From an optimization exercise on the open Yosys and OpenROAD flow, aimed at small area and a short achievable clock period; shortcuts taken in it are not production practice. RTL that was checked went through simulation tests only; none was proved equivalent to the original.

==> inputs of run a <==
Design PE, start of the top module:
module PE (
    input clk,
    input rst,
    input logic [31:0] PE_in_a,
    input logic [31:0] PE_in_b,
    output logic [31:0] PE_out_r
);
==> module fp_mult, before the edit <==
module fp_mult (
    input  logic        clk,
    input  logic        load,
    input  logic        first,
    input  logic        store,
    input  logic [31:0] a,
    input  logic [31:0] b,
    output logic [31:0] result
);
    logic        sgn;        
    logic [7:0]  exp_s;      
    logic        zero;       
    logic [22:0] man_a;
    logic [23:0] man_b;      
    logic [8:0] exp_sum;
    assign exp_sum = {a[30:23], 1'b1} + {b[30:23], 1'b1};
    always @(posedge clk) begin
        sgn   <= a[31] ^ b[31];
        exp_s <= exp_sum[8:1] ^ 8'h80;
        zero  <= (a[30:0] == 31'd0) || (b[30:0] == 31'd0);
        if (load) begin
            man_a <= a[22:0];
            man_b <= {1'b1, b[22:0]};
        end
        else begin
            man_b <= man_b >> 5;
        end
    end
    logic [4:0] digit;
    assign digit = man_b[4:0];
    logic [25:0] acc_s, acc_c;
    logic        acc_e;
    logic [25:0] x;
    assign x = {1'b1, man_a, 2'b00};
    logic [25:0] ns, nc;
    logic        ne;
    fp_mult_step step (.x(x),
                       .d(digit),
                       .s(first ? 26'd0 : acc_s),
                       .c(first ? 26'd0 : acc_c),
                       .e(acc_e & ~first),
                       .ns(ns),
                       .nc(nc),
                       .ne(ne));
    always @(posedge clk) begin
        acc_s <= ns;
        acc_c <= nc;
        acc_e <= ne;
    end
    logic [7:0] e2;
    logic       s2, z2;
    always @(posedge clk) begin
        if (first) begin
            e2 <= exp_s;
            s2 <= sgn;
            z2 <= zero;
        end
    end
    logic [26:0] p2;
    logic [25:0] p;
    assign p2 = {acc_s, 1'b1} + {acc_c, acc_e};
    assign p  = p2[26:1];
    logic [31:0] r0, r1;
    always @(*) begin
        if (z2)
            r0 = 32'd0;
        else if (e2 == 8'hFF)
            r0 = {s2, 8'hFF, 23'd0};
        else if (e2 == 8'h00)
            r0 = {s2, 8'h00, 23'd0};
        else
            r0 = {s2, e2, p[22:0]};
        if (z2)
            r1 = 32'd0;
        else if (e2 == 8'hFE)
            r1 = {s2, 8'hFF, 23'd0};
        else if (e2 == 8'hFF)
            r1 = {s2, 8'h00, 23'd0};
        else
            r1 = {s2, e2 + 8'd1, p[23:1]};
    end
    always @(posedge clk) begin
        if (store)
            result <= p[24] ? r1 : r0;
    end
endmodule
export LEC_CHECK = 0
export CAP_MARGIN = 20
export CORE_MARGIN = 2
export CORE_UTILIZATION = 65
export SLEW_MARGIN = 20
create_clock -name core_clock -period 12.0 [get_ports {clk}]
standard.sh (not shown) runs the stock make flow with config.mk's settings and CLKGATE_MAP_FILE= SYNTH_SCRIPT=/design/flow/synth_recipe.tcl, a recipe that flattens the netlist after the stock synthesis.
==> flow/flow/run.sh <==
#!/bin/bash
set -euo pipefail
bash standard.sh finish SETUP_SLACK_MARGIN=8.4 "BUFFER_PORTS_ARGS=-buffer_cell sky130_fd_sc_hd__buf_2" SYNTH_KEEP_MODULES=fp_fa > flow.log 2>&1
==> run b: changes against run a <==
--- a/flow/design.v
+++ b/flow/design.v
@@ -13,13 +13,11 @@
     logic        zero;       
     logic [22:0] man_a;
     logic [23:0] man_b;      
-    logic [8:0] exp_sum;
-    assign exp_sum = {a[30:23], 1'b1} + {b[30:23], 1'b1};
     always @(posedge clk) begin
-        sgn   <= a[31] ^ b[31];
-        exp_s <= exp_sum[8:1] ^ 8'h80;
-        zero  <= (a[30:0] == 31'd0) || (b[30:0] == 31'd0);
         if (load) begin
+            sgn   <= a[31] ^ b[31];
+            exp_s <= a[30:23] + b[30:23] + 8'd129;
+            zero  <= (a[30:0] == 31'd0) || (b[30:0] == 31'd0);
             man_a <= a[22:0];
             man_b <= {1'b1, b[22:0]};
         end
@@ -51,11 +49,9 @@
     logic [7:0] e2;
     logic       s2, z2;
     always @(posedge clk) begin
-        if (first) begin
-            e2 <= exp_s;
-            s2 <= sgn;
-            z2 <= zero;
-        end
+        e2 <= exp_s;
+        s2 <= sgn;
+        z2 <= zero;
     end
     logic [26:0] p2;
     logic [25:0] p;
==> flow/flow/run.sh (replaced) <==
#!/bin/bash
set -euo pipefail
bash standard.sh finish SETUP_SLACK_MARGIN=8.5 "BUFFER_PORTS_ARGS=-buffer_cell sky130_fd_sc_hd__buf_2" SYNTH_KEEP_MODULES=fp_fa > flow.log 2>&1
--- a/flow/config.mk
+++ b/flow/config.mk
@@ -7,5 +7,5 @@
 export LEC_CHECK = 0
 export CAP_MARGIN = 20
 export CORE_MARGIN = 2
-export CORE_UTILIZATION = 65
+export CORE_UTILIZATION = 40
 export SLEW_MARGIN = 20
==> flow_summary.toml <==
[status]
outcome = "complete, no violations"

[layout]
multi_input_area_mm2 = 0.0104
regArea_mm2 = 0.00650
fin_util_pct = 73.6
inverters_excl_clock = 64

[sta]
fin_crit_ps = 3570
setup_ws_ps = 8430

[die]
die_h_um = 167

[power]
power_density_mw_per_mm2 = 95.9
p_clk_share_pct = 47.3

[drt]
vias_per_cell = 6.09

[grt]
met2_usage_pct = 50.7

[logic_synthesis]
synth.area.mux_share_pct = 7.80

[critical_path]
r2r.worst_path.cells = 12
(the above is from run a)
==> flow_summary.toml <==
[layout]
fin_util_pct = 46.9
multi_input_area_mm2 = 0.0106
inverters_excl_clock = 66
regArea_mm2 = 0.00651

[drt]
vias_per_cell = 5.32

[grt]
met2_usage_pct = 31.8

[die]
die_h_um = 213

[status]
outcome = "complete, no violations"

[logic_synthesis]
synth.area.mux_share_pct = 8.08

[critical_path]
r2r.worst_path.cells = 11
(the above is from run b)
No run of this note included a check of the RTL's function; only the layout flow was run.

========
==> inputs of v31 <==
==> flow/design.v <==
`timescale 1ns/1ps
module fp_mult (
    input  logic        clk,
    input  logic [2:0]  phase,
    input  logic        skip,
    input  logic [31:0] a,
    input  logic [31:0] b,
    output logic [31:0] result
);
    logic        sgn;        
    logic [7:0]  exp_a, exp_b;
    logic [22:0] man_a;
    logic [22:0] man_b;      
    logic        nz_b;       
    logic [25:0] acc;        
    logic        first, last;
    assign first = (phase == 3'd1);
    assign last  = (phase == 3'd0);
    logic [4:0] digit;
    assign digit = last ? {2'b01, man_b[2:0]} : man_b[4:0];
    logic [30:0] step;
    assign step = (first ? 26'd0 : acc) + {1'b1, man_a, 2'b00} * digit;
    always @(posedge clk) begin
        if (last) begin
            sgn   <= a[31] ^ b[31];
            exp_a <= a[30:23];
            exp_b <= b[30:23];
            man_a <= a[22:0];
            man_b <= b[22:0];
        end
        else begin
            man_b <= man_b >> 5;
        end
        nz_b <= (first ? 1'b0 : nz_b) | (|digit[4:0] & ~last) | (|man_b[2:0] & last);
        acc  <= step[30:5];
    end
    logic [7:0] e2;
    logic       s2, z2;
    always @(posedge clk) begin
        e2 <= exp_a + exp_b + 8'd129;
        s2 <= sgn;
        z2 <= (exp_a == 8'd0 && man_a == 23'd0) ||
              (exp_b == 8'd0 && !nz_b && man_b[2:0] == 3'd0);
    end
    logic [7:0]  e3;
    logic [22:0] m3;
    assign e3 = e2 + {7'd0, acc[24]};
    assign m3 = acc[24] ? acc[23:1] : acc[22:0];
    always @(posedge clk) begin
        if (first && !skip) begin
            if (z2)
                result <= 32'd0;
            else if (e3 == 8'hFF)
                result <= {s2, 8'hFF, 23'd0};
            else if (e3 == 8'h00)
                result <= {s2, 8'h00, 23'd0};
            else
                result <= {s2, e3, m3};
        end
    end
endmodule
`timescale 1ns/1ps
module fp_add (
    input  logic        clk,
    input  logic        rst,
    input  logic [2:0]  phase,
    input  logic        run,
    input  logic [31:0] b,
    output logic [31:0] sum
);
    logic [31:0] a;
    assign a = sum;
    logic za, zb;
    assign za = (a[30:0] == 31'd0);
    assign zb = (b[30:0] == 31'd0);
    logic       swap;
    logic [4:0] shamt;
    logic [7:0] diff;
    assign diff = (a[30:23] < b[30:23]) ? b[30:23] - a[30:23] : a[30:23] - b[30:23];
    always @(posedge clk) begin
        swap <= (a[30:23] < b[30:23]);
        shamt <= (diff[7:5] != 3'd0) ? 5'd31 : diff[4:0];
    end
    logic [23:0] man_a, man_b, major, minor;
    assign man_a = {~za, a[22:0]};
    assign man_b = {~zb, b[22:0]};
    assign major   = swap ? man_b : man_a;
    assign minor = swap ? man_a : man_b;
    logic        larger;     
    logic        s_sgn;
    logic [7:0]  s_exp;
    logic [24:0] s_man;
    always @(posedge clk) begin
        if (phase == 3'd3) begin
            s_sgn <= (za && zb) ? 1'b0 : (larger ? a[31] : b[31]);
            s_exp <= swap ? b[30:23] : a[30:23];
            s_man <= {1'b0, major} + {1'b0, minor >> shamt};
        end
    end
    always @(posedge clk or negedge rst) begin
        if (!rst)
            larger <= 1'b0;
        else if (phase == 3'd3 && run)
            larger <= (a[30:0] > b[30:0]);
    end
    logic norm;
    assign norm = s_man[24] && !s_man[23] && (s_exp != 8'd0);
    always @(posedge clk or negedge rst) begin
        if (!rst)
            sum <= 32'd0;
        else if (phase == 3'd5 && run)
            sum <= {s_sgn, s_exp + {7'd0, norm}, norm ? s_man[23:1] : s_man[22:0]};
    end
endmodule
`timescale 1ns/1ps
module PE (
    input clk,
    input rst,
    input logic [31:0] PE_in_a,
    input logic [31:0] PE_in_b,
    output logic [31:0] PE_out_r
);
    logic [2:0] cm;      
    logic [2:0] ca;      
    logic       run;     
    always @(posedge clk or negedge rst) begin
        if (!rst) begin
            cm  <= 3'd0;
            ca  <= 3'd0;
            run <= 1'b0;
        end
        else begin
            cm <= (cm == 3'd4) ? 3'd0 : cm + 3'd1;
            ca <= (ca == 3'd5) ? 3'd0 : ca + 3'd1;
            if (ca == 3'd5)
                run <= 1'b1;
        end
    end
    logic [31:0] prod;
    fp_mult uut_1 (.clk(clk),
                   .phase(cm),
                   .skip(ca == 3'd2),
                   .a(PE_in_a),
                   .b(PE_in_b),
                   .result(prod));
    fp_add uut_2 (.clk(clk),
                  .rst(rst),
                  .phase(ca),
                  .run(run),
                  .b(prod),
                  .sum(PE_out_r));
endmodule
==> flow/run.sh <==
#!/bin/bash
# synth_recipe.tcl (not shown) runs the flow's synth.tcl, then flattens the netlist and writes it again
# the make line also repeats each setting of config.mk as NAME=value (left out here)
make -C /OpenROAD-flow-scripts/flow DESIGN_CONFIG=/design/flow/config.mk WORK_HOME=/design/flow/orfs CLKGATE_MAP_FILE= SYNTH_SCRIPT=/design/flow/synth_recipe.tcl finish
==> flow/config.mk <==
export PLATFORM = sky130hd
export DESIGN_NAME = PE
export DESIGN_NICKNAME = PE
export VERILOG_FILES = /design/flow/design.v
export SDC_FILE = /design/flow/constraint.sdc
export NUM_CORES = 4
export LEC_CHECK = 0
export ABC_CLOCK_PERIOD_IN_PS = 3500
export CAP_MARGIN = 20
export CORE_MARGIN = 2
export CORE_UTILIZATION = 40
export SLEW_MARGIN = 20
==> flow/constraint.sdc <==
create_clock -name core_clock -period 12.0 [get_ports {clk}]
set_input_delay 2.4000 -clock core_clock [delete_from_list [all_inputs] [get_ports {clk}]]
set_output_delay 2.4000 -clock core_clock [all_outputs]
set_load 0.01 [all_outputs]
==> v26: changes against v31 <==
==> flow/design.v (replaced) <==
`timescale 1ns/1ps
module fp_mult (
    input  logic        clk,
    input  logic        load,
    input  logic        first,
    input  logic        store,
    input  logic [31:0] a,
    input  logic [31:0] b,
    output logic [31:0] result
);
    logic        sgn;        
    logic [7:0]  exp_a, exp_b;
    logic [22:0] man_a;
    logic [23:0] man_b;      
    logic        nz_b;       
    always @(posedge clk) begin
        if (load) begin
            sgn   <= a[31] ^ b[31];
            exp_a <= a[30:23];
            exp_b <= b[30:23];
            man_a <= a[22:0];
            man_b <= {1'b1, b[22:0]};
        end
        else begin
            man_b <= man_b >> 5;
        end
    end
    logic [4:0] digit;
    assign digit = man_b[4:0];
    always @(posedge clk)
        nz_b <= (first ? 1'b0 : nz_b) | (load ? |digit[2:0] : |digit);
    logic [25:0] acc_s, acc_c;
    logic        acc_e;
    logic [25:0] x;
    assign x = {1'b1, man_a, 2'b00};
    logic [30:0] r0, r1, r2, r3, r4, r5, r6;
    assign r0 = {5'd0, x & {26{digit[0]}}};
    assign r1 = {4'd0, x & {26{digit[1]}}, acc_e & ~first};
    assign r2 = {3'd0, x & {26{digit[2]}}, 2'd0};
    assign r3 = {2'd0, x & {26{digit[3]}}, 3'd0};
    assign r4 = {1'd0, x & {26{digit[4]}}, 4'd0};
    assign r5 = first ? 31'd0 : {5'd0, acc_s};
    assign r6 = first ? 31'd0 : {5'd0, acc_c};
    logic [30:0] s1a, c1a, s1b, c1b, s2a, c2a, s2b, c2b, s3, c3, ts, tc;
    assign s1a = r0 ^ r1 ^ r2;
    assign c1a = ((r0 & r1) | (r0 & r2) | (r1 & r2)) << 1;
    assign s1b = r3 ^ r4 ^ r5;
    assign c1b = ((r3 & r4) | (r3 & r5) | (r4 & r5)) << 1;
    assign s2a = s1a ^ c1a ^ s1b;
    assign c2a = ((s1a & c1a) | (s1a & s1b) | (c1a & s1b)) << 1;
    assign s2b = c1b ^ r6;
    assign c2b = (c1b & r6) << 1;
    assign s3  = s2a ^ c2a ^ s2b;
    assign c3  = ((s2a & c2a) | (s2a & s2b) | (c2a & s2b)) << 1;
    assign ts  = s3 ^ c3 ^ c2b;
    assign tc  = ((s3 & c3) | (s3 & c2b) | (c3 & c2b)) << 1;
    logic [5:0] low;
    assign low = {1'b0, ts[4:0]} + {1'b0, tc[4:0]};
    always @(posedge clk) begin
        acc_s <= ts[30:5];
        acc_c <= tc[30:5];
        acc_e <= low[5];
    end
    logic [7:0] e2;
    logic       s2, z2, e2_ff, e2_fe, e2_00;
    logic [7:0] e2n;
    assign e2n = exp_a + exp_b + 8'd129;
    always @(posedge clk) begin
        e2    <= e2n;
        e2_ff <= (e2n == 8'hFF);
        e2_fe <= (e2n == 8'hFE);
        e2_00 <= (e2n == 8'h00);
        s2    <= sgn;
        z2    <= (exp_a == 8'd0 && man_a == 23'd0) ||
                 (exp_b == 8'd0 && !nz_b && digit[2:0] == 3'd0);
    end
    logic [25:0] p;
    assign p = acc_s + acc_c + {25'd0, acc_e};
    logic [7:0]  e3;
    logic [22:0] m3;
    logic        ovf, unf;
    assign e3  = p[24] ? e2 + 8'd1 : e2;
    assign m3  = p[24] ? p[23:1] : p[22:0];
    assign ovf = p[24] ? e2_fe : e2_ff;
    assign unf = p[24] ? e2_ff : e2_00;
    always @(posedge clk) begin
        if (store) begin
            if (z2)
                result <= 32'd0;
            else if (ovf)
                result <= {s2, 8'hFF, 23'd0};
            else if (unf)
                result <= {s2, 8'h00, 23'd0};
            else
                result <= {s2, e3, m3};
        end
    end
endmodule
`timescale 1ns/1ps
module fp_add (
    input  logic        clk,
    input  logic        rst,
    input  logic        add,
    input  logic        update,
    input  logic        run,
    input  logic [31:0] b,
    output logic [31:0] sum
);
    logic [31:0] a;
    assign a = sum;
    logic za, zb;
    always @(posedge clk) begin
        za <= (a[30:0] == 31'd0);
        zb <= (b[30:23] == 8'd0);
    end
    logic       swap;
    logic [4:0] shamt;
    logic [8:0] diff;
    logic [7:0] mag;
    assign diff = {1'b0, a[30:23]} - {1'b0, b[30:23]};
    assign mag  = diff[8] ? -diff[7:0] : diff[7:0];
    always @(posedge clk) begin
        swap  <= diff[8];
        shamt <= (mag[7:5] != 3'd0) ? 5'd31 : mag[4:0];
    end
    logic [23:0] man_a, man_b, major, minor;
    assign man_a = {~za, a[22:0]};
    assign man_b = {~zb, b[22:0]};
    assign major = swap ? man_b : man_a;
    assign minor = swap ? man_a : man_b;
    logic        larger;     
    logic        s_sgn;
    logic [7:0]  s_exp;
    logic [24:0] s_man;
    always @(posedge clk) begin
        if (add) begin
            s_sgn <= (za && zb) ? 1'b0 : (larger ? a[31] : b[31]);
            s_exp <= swap ? b[30:23] : a[30:23];
            s_man <= {1'b0, major} + {1'b0, minor >> shamt};
        end
    end
    always @(posedge clk or negedge rst) begin
        if (!rst)
            larger <= 1'b0;
        else if (add && run)
            larger <= (a[30:0] > b[30:0]);
    end
    logic norm;
    assign norm = s_man[24] && !s_man[23] && (s_exp != 8'd0);
    always @(posedge clk or negedge rst) begin
        if (!rst)
            sum <= 32'd0;
        else if (update)
            sum <= {s_sgn, s_exp + {7'd0, norm}, norm ? s_man[23:1] : s_man[22:0]};
    end
endmodule
`timescale 1ns/1ps
module PE (
    input clk,
    input rst,
    input logic [31:0] PE_in_a,
    input logic [31:0] PE_in_b,
    output logic [31:0] PE_out_r
);
    logic [4:0] pm;      
    logic [5:0] pa;      
    logic       run;     
    always @(posedge clk or negedge rst) begin
        if (!rst) begin
            pm  <= 5'b00001;
            pa  <= 6'b000001;
            run <= 1'b0;
        end
        else begin
            pm <= {pm[3:0], pm[4]};
            pa <= {pa[4:0], pa[5]};
            if (pa[5])
                run <= 1'b1;
        end
    end
    logic [31:0] prod;
    fp_mult uut_1 (.clk(clk),
                   .load(pm[0]),
                   .first(pm[1]),
                   .store(pm[1] & ~pa[2]),
                   .a(PE_in_a),
                   .b(PE_in_b),
                   .result(prod));
    fp_add uut_2 (.clk(clk),
                  .rst(rst),
                  .add(pa[3]),
                  .update(pa[5] & run),
                  .run(run),
                  .b(prod),
                  .sum(PE_out_r));
endmodule
--- a/flow/config.mk
+++ b/flow/config.mk
@@ -5,8 +5,8 @@
 export SDC_FILE = /design/flow/constraint.sdc
 export NUM_CORES = 4
 export LEC_CHECK = 0
-export ABC_CLOCK_PERIOD_IN_PS = 3500
 export CAP_MARGIN = 20
 export CORE_MARGIN = 2
 export CORE_UTILIZATION = 40
+export SETUP_SLACK_MARGIN = 5
 export SLEW_MARGIN = 20
==> results.toml <==
[placed_design]
dp_slack_ns = 4.76
placed_area_sq_mm = 0.0182

[route]
dr_wl_met3_mm = 1.56
dr_total_vias = 12510

[power]
intPower_w = 0.00177

[final_layout]
final_cell_mix = "nand2_1 (223), inv_1 (156), ha_1 (145)"

[synthesis]
synth.top_cells.by_area = "edfxtp_1 (19%), ha_1 (11%), fa_1 (8.4%), dfxtp_1 (7.9%), dfrtp_1 (6.0%)"

[floorplanning]
row_count = 74

[outcome]
outcome = "complete, no violations"
(the above is from v31)
==> results.toml <==
[clocking]
cts_buffers = 31
clk_path_buf_depth = 3

[route]
wl_per_cell_microns = 18.1
dr_wl_met3_mm = 1.80

[hold_path]
min_to = "uut_1.s2"

[power]
power_leader = "the clock network"
intPower_w = 0.00148

[floorplanning]
row_count = 77

[global_routing]
grt_max_degree = 67

[placed_design]
placed_area_sq_mm = 0.0195
dp_slack_ns = 6.93

[final_layout]
final_cell_mix = "inv_1 (187), ha_1 (137), and2_1 (127)"

[synthesis]
synth_warnings = 3
synth.top_cells.by_area = "edfxtp_1 (18%), fa_1 (13%), dfxtp_1 (11%), ha_1 (9.5%), dfrtp_1 (6.0%)"

[setup_path]
critPathKind = "reg -> reg"
end_kind = "flip-flop"

[outcome]
outcome = "complete, no violations"
(the above is from v26)
Function not checked in v26: the RTL went through the layout flow alone.

-- afterwards: timing with drivers on the ports --
The flow's constraints put no driver on any port. The routed layouts listed below were extracted and timed again, unchanged, in two steps.
Step 1 assumes that a clkbuf_16 drives the clock port and a buf_2 every other input.
Step 2 adds t to the input delays and takes it off the output delays; t is the mean of the earliest and latest rising clock arrival at the registers after step 1. Input paths then give back, and output paths get back, about the clock's delay inside the block.
Slacks: no drivers / after step 1 / after step 2; pairs: no drivers / after step 1.
| run | t (ns) | setup WS [ns] | worst hold slack (ns) | worst setup path after step 2 | pins driven straight from the clock port |
|---|---|---|---|---|---|
| run a | 0.593 | 8.425 / 8.377 / 8.039 | 0.360 / 0.360 / 0.360 | input to register | 1 |
| run b | 0.587 | 8.407 / 8.419 / 7.833 | 0.341 / 0.341 / 0.341 | input to register | 1 |
| v31 | 0.603 | 4.745 / 4.745 / 4.745 | 0.376 / 0.376 / 0.376 | register to register | 1 |
| v26 | 0.645 | 6.846 / 6.846 / 6.846 | 0.337 / 0.337 / 0.337 | register to register | 1 |
After both steps every run listed still meets setup and hold. The setup slack of run b, which loses most, moves by +0.012 ns with the drivers and by -0.574 ns with both steps.
